Context: an optimization exercise on an open-source flow, tuned for small area. The choices shown serve that exercise and are no tape-out recipe.
Only simulation tests tie the RTL to the original design; equivalence was not proved.

## fir
module fir(input clk, input rst, input wire signed [15:0] x, output reg signed [31:0] y);
clock: 8.0 ns
lec_check: 0
cap_margin: 20
core_margin: 2
core_utilization: 40
cts_buf_list: sky130_fd_sc_hd__clkbuf_4 sky130_fd_sc_hd__clkbuf_8
gpl_timing_driven: 0
slew_margin: 20
synth_hierarchical: 1
synth_minimum_keep_size: 0
run.sh (not shown) runs the stock make flow with config.mk's settings and CLKGATE_MAP_FILE= SYNTH_SCRIPT=/design/flow/synth_recipe.tcl, a recipe that flattens the netlist after the stock synthesis.
The first run completed with no timing, DRC or antenna violations.
Change:
Settings changed: CTS_BUF_LIST sky130_fd_sc_hd__clkbuf_4 sky130_fd_sc_hd__clkbuf_8 to unset, GPL_TIMING_DRIVEN 0 to unset.
What happened:
- The new run produced a clean layout
- register-to-register slack is better by 0.29 ns
- wire length grows by a few percent
- utilization rises by 0.24 points


== AL ==
Another version of the RTL of fir (not shown whole).
Size: about 1000 flip-flops, about 50 I/O pins.
==> flow/design.v (excerpt) <==
module fir(input clk, input rst, input wire signed [15:0] x, output reg signed [31:0] y);
export LEC_CHECK = 0
export CAP_MARGIN = 20
export CORE_MARGIN = 2
export CORE_UTILIZATION = 70
export CTS_CLUSTER_DIAMETER = 120
export CTS_CLUSTER_SIZE = 24
export GPL_TIMING_DRIVEN = 0
export SLEW_MARGIN = 20
export SYNTH_HIERARCHICAL = 1
export SYNTH_MINIMUM_KEEP_SIZE = 0
create_clock -name core_clock -period 8.0 [get_ports {clk}]
Modified inputs, TR compared to AL
diff --git a/flow/config.mk b/flow/config.mk
--- a/flow/config.mk
+++ b/flow/config.mk
@@ -8,8 +8,7 @@
 export CAP_MARGIN = 20
 export CORE_MARGIN = 2
-export CORE_UTILIZATION = 70
+export CORE_UTILIZATION = 60
 export CTS_CLUSTER_DIAMETER = 120
 export CTS_CLUSTER_SIZE = 24
-export GPL_TIMING_DRIVEN = 0
 export SLEW_MARGIN = 20
 export SYNTH_HIERARCHICAL = 1
==> results.txt <==
Cmp TR vs AL: area overhead of the layout relative to synthesis higher in TR
TR vs. AL: accumulated negative setup slack essentially unchanged, utilization lower.
Changes observed in TR relative to AL: filler cell count shows an increase of 2058, average routed wire per standard cell decreased by 2.5% relative to the old numbers, count of multi-input gates roughly the same.


fir, a different RTL version from the one above (not shown whole).
Size in the first run: ~3700 cells after synthesis, about 990 flip-flops, about 50 I/O pins, roughly 55000 sq um of cells after synthesis.
Settings: LEC_CHECK=0, CAP_MARGIN=20, CORE_MARGIN=2, CORE_UTILIZATION=60, CTS_CLUSTER_DIAMETER=110, CTS_CLUSTER_SIZE=28, GPL_TIMING_DRIVEN=0, SETUP_SLACK_MARGIN=0.1, SLEW_MARGIN=20, SYNTH_HIERARCHICAL=1, SYNTH_MINIMUM_KEEP_SIZE=0; clock period 8.0 ns.
The first run produced a clean layout.
Rerun with:
--- a/flow/config.mk
+++ b/flow/config.mk
@@ -11,2 +11,2 @@
-export CTS_CLUSTER_DIAMETER = 110
-export CTS_CLUSTER_SIZE = 28
+export CTS_CLUSTER_DIAMETER = 120
+export CTS_CLUSTER_SIZE = 24
Wire length stays flat.
Critical path depth increases by 2.
Worst setup slack is about the same.


run 1:
fir, a different RTL version from the one above (not shown whole).
Size: about 990 flip-flops, roughly 50 I/O pins.
## fir
module fir(input clk, input rst, input wire signed [15:0] x, output reg signed [31:0] y);
export LEC_CHECK = 0
export CAP_MARGIN = 20
export CORE_MARGIN = 2
export CORE_UTILIZATION = 70
export CTS_CLUSTER_DIAMETER = 120
export CTS_CLUSTER_SIZE = 24
export SLEW_MARGIN = 20
export SYNTH_HIERARCHICAL = 1
export SYNTH_MINIMUM_KEEP_SIZE = 0
create_clock -name core_clock -period 8.0 [get_ports {clk}]
> inputs changed (run 1 -> run 2)
- setting GPL_TIMING_DRIVEN to 0 for the first time
- changing CORE_UTILIZATION from 70 to 60
- setting SETUP_SLACK_MARGIN to 0.1 for the first time
Findings:
Run 2 was carried through to the last stage, and its layout satisfied the timing, design-rule and antenna checks. As far as number of buffers added for setup after CTS goes, run 1 and run 2 are indistinguishable; the numbers are identical. Looking at met2 global-route usage, run 2 sits 9.9 points lower than run 1 does. Any difference in sequential cell count between run 2 and run 1 is small enough to ignore. The run showing the smaller number of non-filler instances in the completed layout is run 1. Final period demand of the worst path on run 2 is up relative to run 1. When run 2 is set beside run 1, its number of buffers and inverters on the critical path turns out to be 3 smaller.

## what the ideal ports hide
The flow's constraints put no driver on any port. The routed layouts listed below were extracted and timed again, unchanged, in two steps.
Step 1 assumes that a clkbuf_16 drives the clock port and a buf_2 every other input.
Step 2 adds t to the input delays and takes it off the output delays; t is the mean of the earliest and latest rising clock arrival at the registers after step 1. Input paths then give back, and output paths get back, about the clock's delay inside the block.
a / b / c = ideal / step 1 / step 2; a / b = the first two.
run | t, ns | slack for setup (ns) | latest minus earliest clock arrival (ns) | cell pins on the clock port's net
the first run of note 1 | 0.914 | 0.091 / 0.091 / 0.091 | 0.082 / 0.081 | 1
the second run of note 1 | 0.786 | 0.380 / 0.380 / 0.380 | 0.047 / 0.047 | 1
AL | 0.705 | 0.894 / 0.894 / 0.894 | 0.057 / 0.058 | 1
TR | 0.736 | 1.095 / 1.095 / 1.095 | 0.040 / 0.039 | 1
the first run of note 3 | 0.752 | 0.196 / 0.196 / 0.196 | 0.054 / 0.055 | 1
the second run of note 3 | 0.752 | 0.193 / 0.193 / 0.193 | 0.079 / 0.079 | 1
run 1 | 0.732 | 0.241 / 0.241 / 0.241 | 0.044 / 0.045 | 1
run 2 | 0.738 | 0.159 / 0.159 / 0.159 | 0.096 / 0.095 | 1
After both steps every run listed still meets setup and hold.
